This is an optimization exercise on Yosys and OpenROAD, whose aim is small area, not a production implementation. Only simulation tests tie the RTL to the original design; equivalence was not proved. The flow treats the clock pin as an ideal source, which a real chip does not have. Power is estimated from default activity; no workload was simulated.

## delta
// Lab2
module Lab2(clk, rst, button, light, dis, switch, levelLight, laserLight);
clock: 5.0 ns
lec_check: 0
cap_margin: 20
core_margin: 2
core_utilization: 70
slew_margin: 20
standard.sh (not shown) runs the stock make flow with config.mk's settings and CLKGATE_MAP_FILE= SYNTH_SCRIPT=/design/flow/synth_recipe.tcl, a recipe that flattens the netlist after the stock synthesis.
==> flow/flow/run.sh <==
#!/bin/bash
set -euo pipefail
export BUFFER_PORTS_ARGS="-buffer_cell sky130_fd_sc_hd__buf_1"
export SKIP_REPAIR_TIE_FANOUT=1
# Clock tree built before CTS by flow/mantree.tcl (a root buffer driving
# five leaf buffers, each driving a group of nearby flip-flops); CTS then has no
# net left to buffer.
export CLK_NLEAF=5 CLK_LEAF_BUF=sky130_fd_sc_hd__clkbuf_4 CLK_ROOT_BUF=sky130_fd_sc_hd__clkbuf_1
export PRE_CTS_TCL="$PWD/flow/mantree.tcl"
export CTS_ARGS="-clk_nets clk"
R=orfs/results/${FLOW_PLATFORM:-sky130hd}/Lab2/base
bash standard.sh synth > std_synth.log 2>&1
cp $R/1_2_yosys.v std_1_2_yosys.v
LIB=$FLOW_HOME/platforms/sky130hd/lib/sky130_fd_sc_hd__tt_025C_1v80.lib
YOSYS=$(command -v yosys || echo /OpenROAD-flow-scripts/tools/install/yosys/bin/yosys)
nff=$(grep -c dfxtp std_1_2_yosys.v)
best=""; barea=""
for scr in flow/abc_*.scr; do
  n=$(basename $scr .scr)
  sed "s#@LIB@#$LIB#g; s#@IN@#std_1_2_yosys.v#; s#@SCR@#$scr#; s#@OUT@#resynth_$n.v#; s#@STAT@#resynth_stat_$n.log#" flow/resynth.ys > resynth_$n.ys
  if $YOSYS -s resynth_$n.ys > resynth_$n.log 2>&1 && [ "$(grep -c dfxtp resynth_$n.v)" = "$nff" ]; then
    a=$(grep "Chip area" resynth_stat_$n.log | awk '{print $NF}')
    echo "$n $a" >> resynth_areas.log
    if [ -z "$barea" ] || awk "BEGIN{exit !($a < $barea)}"; then best=$n; barea=$a; fi
  fi
done
echo "best $best $barea" >> resynth_areas.log
cp resynth_$best.v $R/1_2_yosys.v
rm -f $R/1_synth.odb $R/1_synth.sdc
bash standard.sh finish > std_finish.log 2>&1
==> flow/flow/abc_deep.scr <==
&get -n
&deepsyn -T 40
&put
dch -f
amap
strash
dch -f
amap
topo
==> flow/flow/mantree.tcl <==
# Manual clock tree: one root buffer (CLK_ROOT_BUF) driving CLK_NLEAF leaf
# buffers (CLK_LEAF_BUF). The flip-flops are split into CLK_NLEAF groups of
# nearby flip-flops (k-means on their locations, started from vertical
# slices); each leaf buffer sits at the centroid of its group.
set block [ord::get_db_block]
set db [ord::get_db]
set clknet [$block findNet clk]
set pts {}
foreach it [$clknet getITerms] {
  set loc [[$it getInst] getLocation]
  lappend pts [list [lindex $loc 0] [lindex $loc 1] $it]
}
set pts [lsort -integer -index 0 $pts]
set n [llength $pts]
set k $::env(CLK_NLEAF)
# initial centers: centroids of vertical slices
set cx {}; set cy {}
for {set c 0} {$c < $k} {incr c} {
  set lo [expr {$c * $n / $k}]; set hi [expr {($c + 1) * $n / $k}]
  set sx 0; set sy 0
  for {set i $lo} {$i < $hi} {incr i} { set p [lindex $pts $i]; incr sx [lindex $p 0]; incr sy [lindex $p 1] }
  lappend cx [expr {$sx / ($hi - $lo)}]; lappend cy [expr {$sy / ($hi - $lo)}]
}
set cap [expr {($n + $k - 1) / $k + 2}]
for {set iter 0} {$iter < 20} {incr iter} {
  # assign each point to nearest center with room (balanced groups)
  set asg {}
  set cnt [lrepeat $k 0]
  set order {}
  for {set i 0} {$i < $n} {incr i} {
    set p [lindex $pts $i]
    set best 1e18
    for {set c 0} {$c < $k} {incr c} {
      set d [expr {abs([lindex $p 0] - [lindex $cx $c]) + abs([lindex $p 1] - [lindex $cy $c])}]
      if {$d < $best} { set best $d }
    }
    lappend order [list $best $i]
  }
  set asg [lrepeat $n -1]
  foreach o [lsort -real -index 0 $order] {
    set i [lindex $o 1]; set p [lindex $pts $i]
    set bc -1; set bd 1e18
    for {set c 0} {$c < $k} {incr c} {
      if {[lindex $cnt $c] >= $cap} continue
      set d [expr {abs([lindex $p 0] - [lindex $cx $c]) + abs([lindex $p 1] - [lindex $cy $c])}]
      if {$d < $bd} { set bd $d; set bc $c }
    }
    lset asg $i $bc
    lset cnt $bc [expr {[lindex $cnt $bc] + 1}]
  }
  set nx {}; set ny {}
  for {set c 0} {$c < $k} {incr c} {
    set sx 0; set sy 0; set m 0
    for {set i 0} {$i < $n} {incr i} { if {[lindex $asg $i] == $c} { set p [lindex $pts $i]; incr sx [lindex $p 0]; incr sy [lindex $p 1]; incr m } }
    if {$m > 0} { lappend nx [expr {$sx / $m}]; lappend ny [expr {$sy / $m}] } else { lappend nx [lindex $cx $c]; lappend ny [lindex $cy $c] }
  }
  set cx $nx; set cy $ny
}
set rootm [$db findMaster $::env(CLK_ROOT_BUF)]
set leafm [$db findMaster $::env(CLK_LEAF_BUF)]
set root [odb::dbInst_create $block $rootm clkbuf_root]
set rnet [odb::dbNet_create $block clk_root]
$rnet setSigType CLOCK
[$root findITerm A] connect $clknet
[$root findITerm X] connect $rnet
set rx 0; set ry 0
for {set c 0} {$c < $k} {incr c} {
  set leaf [odb::dbInst_create $block $leafm clkbuf_leaf_$c]
  set lnet [odb::dbNet_create $block clk_leaf_$c]
  $lnet setSigType CLOCK
  [$leaf findITerm A] connect $rnet
  [$leaf findITerm X] connect $lnet
  for {set i 0} {$i < $n} {incr i} {
    if {[lindex $asg $i] == $c} {
      set it [lindex [lindex $pts $i] 2]
      $it disconnect
      $it connect $lnet
    }
  }
  $leaf setLocation [lindex $cx $c] [lindex $cy $c]
  $leaf setPlacementStatus PLACED
  incr rx [lindex $cx $c]; incr ry [lindex $cy $c]
}
$root setLocation [expr {$rx / $k}] [expr {$ry / $k}]
$root setPlacementStatus PLACED
$clknet setSigType CLOCK
Other scripts of this flow, unchanged in this note and not shown: flow/flow/abc_amap1.scr, flow/flow/abc_dc2.scr, flow/flow/abc_dc2b.scr, flow/flow/abc_dch.scr, flow/flow/abc_dsdb.scr, flow/flow/abc_fraig.scr, flow/flow/abc_fraig2.scr, flow/flow/abc_gb.scr, flow/flow/abc_it2.scr, flow/flow/abc_it6.scr, flow/flow/abc_resub.scr, flow/flow/abc_rfz.scr, flow/flow/abc_rs2.scr, flow/flow/resynth.ys
delta did not stop at any stage, and its layout met the timing, design-rule and antenna checks.
#### Input delta (gamma over delta)
==> flow/flow/run.sh <==
#!/bin/bash
set -euo pipefail
export BUFFER_PORTS_ARGS="-buffer_cell sky130_fd_sc_hd__buf_1"
export SKIP_REPAIR_TIE_FANOUT=1
# Clock tree built before CTS by flow/mantree.tcl (a root buffer driving
# three leaf buffers, each driving a group of nearby flip-flops); CTS then has no
# net left to buffer.
export CLK_NLEAF=3 CLK_LEAF_BUF=sky130_fd_sc_hd__clkbuf_8 CLK_ROOT_BUF=sky130_fd_sc_hd__clkbuf_1
export PRE_CTS_TCL="$PWD/flow/mantree.tcl"
export CTS_ARGS="-clk_nets clk"
R=orfs/results/${FLOW_PLATFORM:-sky130hd}/Lab2/base
bash standard.sh synth > std_synth.log 2>&1
cp $R/1_2_yosys.v std_1_2_yosys.v
LIB=$FLOW_HOME/platforms/sky130hd/lib/sky130_fd_sc_hd__tt_025C_1v80.lib
YOSYS=$(command -v yosys || echo /OpenROAD-flow-scripts/tools/install/yosys/bin/yosys)
nff=$(grep -c dfxtp std_1_2_yosys.v)
run_scr() {
  local scr=$1 n=$(basename $1 .scr)
  sed "s#@LIB@#$LIB#g; s#@IN@#std_1_2_yosys.v#; s#@SCR@#$scr#; s#@OUT@#resynth_$n.v#; s#@STAT@#resynth_stat_$n.log#" flow/resynth.ys > resynth_$n.ys
  $YOSYS -s resynth_$n.ys > resynth_$n.log 2>&1 || true
}
for scr in $(ls flow/abc_*.scr | grep -v deep); do run_scr $scr & done
wait
# The deepsyn scripts run for a fixed time each; run them side by side.
for scr in flow/abc_deep*.scr; do run_scr $scr & done
wait
best=""; barea=""
for scr in flow/abc_*.scr; do
  n=$(basename $scr .scr)
  if [ -f resynth_$n.v ] && [ "$(grep -c dfxtp resynth_$n.v)" = "$nff" ]; then
    a=$(grep "Chip area" resynth_stat_$n.log | awk '{print $NF}')
    echo "$n $a" >> resynth_areas.log
    if [ -z "$barea" ] || awk "BEGIN{exit !($a < $barea)}"; then best=$n; barea=$a; fi
  fi
done
echo "best $best $barea" >> resynth_areas.log
# One tie cell drives both the constant-1 and the constant-0 outputs.
python3 flow/onetie.py resynth_$best.v $R/1_2_yosys.v > onetie.log 2>&1 || cp resynth_$best.v $R/1_2_yosys.v
rm -f $R/1_synth.odb $R/1_synth.sdc
bash standard.sh finish > std_finish.log 2>&1
==> flow/flow/abc_deep1.scr (new file) <==
&get -n
&deepsyn -S 1 -T 60
&put
dch -f
amap
strash
dch -f
amap
topo
==> flow/flow/abc_deep2.scr (new file) <==
&get -n
&deepsyn -S 2 -T 60
&put
dch -f
amap
strash
dch -f
amap
topo
==> flow/flow/abc_deep3.scr (new file) <==
&get -n
&deepsyn -S 3 -T 60
&put
dch -f
amap
strash
dch -f
amap
topo
==> flow/flow/abc_deep4.scr (new file) <==
&get -n
&deepsyn -S 4 -T 60
&put
dch -f
amap
strash
dch -f
amap
topo
==> flow/flow/onetie.py (new file) <==
# Merge the tie-high and tie-low conb_1 cells of a netlist into one cell.
import re, sys
v = open(sys.argv[1]).read()
pat = re.compile(r'\s*sky130_fd_sc_hd__conb_1\s+(\S+)\s*\(\s*\.(HI|LO)\(([^()]*)\)\s*\);')
m = pat.findall(v)
if len(m) == 2 and {m[0][1], m[1][1]} == {"HI", "LO"}:
    pins = {p: n for _, p, n in m}
    v = pat.sub('', v, count=2)
    cell = '\n  sky130_fd_sc_hd__conb_1 %s (\n    .HI(%s),\n    .LO(%s)\n  );' % (m[0][0], pins["HI"], pins["LO"])
    v = v.replace('\nendmodule', cell + '\nendmodule', 1)
    print("merged", m)
else:
    print("left as is", m)
open(sys.argv[2], 'w').write(v)
removed: flow/flow/abc_deep.scr
==> run notes <==
- Re relative contribution of combinational cells to total power: gamma is 3.1 points up on delta.
- Looking at final core area utilization, gamma sits 0.73 points lower than delta does.
- Combinational power (delta / gamma): 0.69
- gamma | status: complete | timing, DRC, antenna: pass
- For the number of buffers and inverters on the critical path, gamma came in 2 higher than delta did.
- The layout cell share with drive strength beyond 1 of gamma falls short of that of delta by 1.0 points.
- gamma vs. delta: delay contributed by the slowest stage of the critical path increased by 0.05 ns relative to the old numbers; detailed-route wire length decreased by 1.2% relative to the old numbers.

* * *

## the baseline
Another version of the RTL of Lab2 (not shown whole).
Size: about 340 cells after synthesis, about 2300 sq um of cells after synthesis.
export LEC_CHECK = 0
export CAP_MARGIN = 20
export CORE_MARGIN = 2
export CORE_UTILIZATION = 90
export SLEW_MARGIN = 20
create_clock -name core_clock -period 5.0 [get_ports {clk}]
==> flow/flow/run.sh <==
#!/bin/bash
set -euo pipefail
export BUFFER_PORTS_ARGS="-buffer_cell sky130_fd_sc_hd__buf_1"
export SKIP_REPAIR_TIE_FANOUT=1
# Clock tree built before CTS by flow/mantree.tcl (a root buffer driving
# three leaf buffers, each driving a third of the flip-flops); CTS then has no
# net left to buffer.
export CLK_NLEAF=3 CLK_LEAF_BUF=sky130_fd_sc_hd__clkbuf_8 CLK_ROOT_BUF=sky130_fd_sc_hd__clkbuf_1
export PRE_CTS_TCL="$PWD/flow/mantree.tcl"
export CTS_ARGS="-clk_nets clk"
R=orfs/results/${FLOW_PLATFORM:-sky130hd}/Lab2/base
bash standard.sh synth > std_synth.log 2>&1
cp $R/1_2_yosys.v std_1_2_yosys.v
LIB=$FLOW_HOME/platforms/sky130hd/lib/sky130_fd_sc_hd__tt_025C_1v80.lib
YOSYS=$(command -v yosys || echo /OpenROAD-flow-scripts/tools/install/yosys/bin/yosys)
nff=$(grep -c dfxtp std_1_2_yosys.v)
best=""; barea=""
for scr in flow/abc_*.scr; do
  n=$(basename $scr .scr)
  sed "s#@LIB@#$LIB#g; s#@IN@#std_1_2_yosys.v#; s#@SCR@#$scr#; s#@OUT@#resynth_$n.v#; s#@STAT@#resynth_stat_$n.log#" flow/resynth.ys > resynth_$n.ys
  if $YOSYS -s resynth_$n.ys > resynth_$n.log 2>&1 && [ "$(grep -c dfxtp resynth_$n.v)" = "$nff" ]; then
    a=$(grep "Chip area" resynth_stat_$n.log | awk '{print $NF}')
    echo "$n $a" >> resynth_areas.log
    if [ -z "$barea" ] || awk "BEGIN{exit !($a < $barea)}"; then best=$n; barea=$a; fi
  fi
done
echo "best $best $barea" >> resynth_areas.log
cp resynth_$best.v $R/1_2_yosys.v
rm -f $R/1_synth.odb $R/1_synth.sdc
bash standard.sh finish > std_finish.log 2>&1
==> flow/flow/mantree.tcl <==
# Manual clock tree: one root buffer (CLK_ROOT_BUF) driving CLK_NLEAF leaf
# buffers (CLK_LEAF_BUF), each driving the flip-flops of one vertical slice,
# placed at the centroid of its flip-flops.
set block [ord::get_db_block]
set db [ord::get_db]
set clknet [$block findNet clk]
set sinks {}
foreach it [$clknet getITerms] { lappend sinks [list [lindex [[$it getInst] getLocation] 0] $it] }
set sinks [lsort -integer -index 0 $sinks]
set n [llength $sinks]
set nleaf $::env(CLK_NLEAF)
set rootm [$db findMaster $::env(CLK_ROOT_BUF)]
set leafm [$db findMaster $::env(CLK_LEAF_BUF)]
set root [odb::dbInst_create $block $rootm clkbuf_root]
set rnet [odb::dbNet_create $block clk_root]
$rnet setSigType CLOCK
[$root findITerm A] connect $clknet
[$root findITerm X] connect $rnet
set rx 0; set ry 0
for {set k 0} {$k < $nleaf} {incr k} {
  set leaf [odb::dbInst_create $block $leafm clkbuf_leaf_$k]
  set lnet [odb::dbNet_create $block clk_leaf_$k]
  $lnet setSigType CLOCK
  [$leaf findITerm A] connect $rnet
  [$leaf findITerm X] connect $lnet
  set lo [expr {$k * $n / $nleaf}]; set hi [expr {($k + 1) * $n / $nleaf}]
  set sx 0; set sy 0
  for {set i $lo} {$i < $hi} {incr i} {
    set it [lindex [lindex $sinks $i] 1]
    set loc [[$it getInst] getLocation]
    incr sx [lindex $loc 0]; incr sy [lindex $loc 1]
    $it disconnect
    $it connect $lnet
  }
  set cx [expr {$sx / ($hi - $lo)}]; set cy [expr {$sy / ($hi - $lo)}]
  $leaf setLocation $cx $cy
  $leaf setPlacementStatus PLACED
  incr rx $cx; incr ry $cy
}
$root setLocation [expr {$rx / $nleaf}] [expr {$ry / $nleaf}]
$root setPlacementStatus PLACED
$clknet setSigType CLOCK
Other scripts of this flow, unchanged in this note and not shown: flow/flow/abc_amap1.scr, flow/flow/abc_dc2.scr, flow/flow/abc_fraig.scr, flow/flow/abc_it2.scr, flow/flow/abc_it6.scr, flow/flow/abc_rfz.scr, flow/flow/abc_rs2.scr, flow/flow/resynth.ys
The baseline is listed as incomplete: the tool reported an error in global placement without I/O (3_1_place_gp_skip_io) and the run ended there.
Changes in the candidate relative to the baseline:
- CORE_UTILIZATION now 70, was 90
diff --git a/flow/flow/run.sh b/flow/flow/run.sh
--- a/flow/flow/run.sh
+++ b/flow/flow/run.sh
@@ -5,4 +5,3 @@
-# Clock tree built before CTS by flow/mantree.tcl (a root buffer driving
-# three leaf buffers, each driving a third of the flip-flops); CTS then has no
-# net left to buffer.
-export CLK_NLEAF=3 CLK_LEAF_BUF=sky130_fd_sc_hd__clkbuf_8 CLK_ROOT_BUF=sky130_fd_sc_hd__clkbuf_1
+# Clock tree built before CTS by flow/mantree.tcl (a root buffer driving two
+# leaf buffers, each driving half of the flip-flops); CTS then has no net left
+# to buffer.
diff --git a/flow/flow/mantree.tcl b/flow/flow/mantree.tcl
--- a/flow/flow/mantree.tcl
+++ b/flow/flow/mantree.tcl
@@ -1,3 +1,2 @@
-# Manual clock tree: one root buffer (CLK_ROOT_BUF) driving CLK_NLEAF leaf
-# buffers (CLK_LEAF_BUF), each driving the flip-flops of one vertical slice,
-# placed at the centroid of its flip-flops.
+# Manual clock tree: one root buffer at the clock's sinks centroid driving
+# two leaf buffers, each driving the flip-flops of one vertical half.
@@ -11,3 +10,3 @@
-set nleaf $::env(CLK_NLEAF)
-set rootm [$db findMaster $::env(CLK_ROOT_BUF)]
-set leafm [$db findMaster $::env(CLK_LEAF_BUF)]
+set nleaf 2
+set rootm [$db findMaster sky130_fd_sc_hd__clkbuf_1]
+set leafm [$db findMaster sky130_fd_sc_hd__clkbuf_16]
==> comparison <==
Looking at the reports, the candidate completed the entire flow and the layout it produced met the timing, design-rule and antenna checks.
The baseline and the candidate ended up with roughly the same total nets after synthesis.
Higher row count among the candidate and the baseline: the candidate
| die boundary height | the candidate vs the baseline | 12% higher |
[the candidate vs the baseline] width of the chip: higher in the candidate
As far as synthesized cell count goes, the baseline and the candidate are indistinguishable; the numbers are identical.

-- port drivers added, routing unchanged --
No port has a modelled driver above. Below, the same layouts with a new extraction and two added sets of constraints.
Step 1: set_driving_cell puts a clkbuf_16 on clk and a buf_2 on each other input, an assumption about the parent block.
Step 2 times the ports against the registers' clock, not the clock port: input delays grow and output delays shrink by t, the midpoint of the rising clock arrivals with the driver on.
Slacks: no drivers / after step 1 / after step 2; pairs: no drivers / after step 1.
run	shift t [ns]	setup slack, ns	worst setup path after step 2	latest minus earliest clock arrival (ns)	worst data-port slew with drivers (ns)
delta	0.574	0.663 / 0.640 / 1.213	register to output	0.032 / 0.031	0.03
gamma	0.556	0.739 / 0.714 / 1.270	register to output	0.018 / 0.018	0.03
the candidate	0.499	0.906 / 0.884 / 1.314	input to register	0.010 / 0.010	0.03
After both steps every run listed still meets setup and hold.
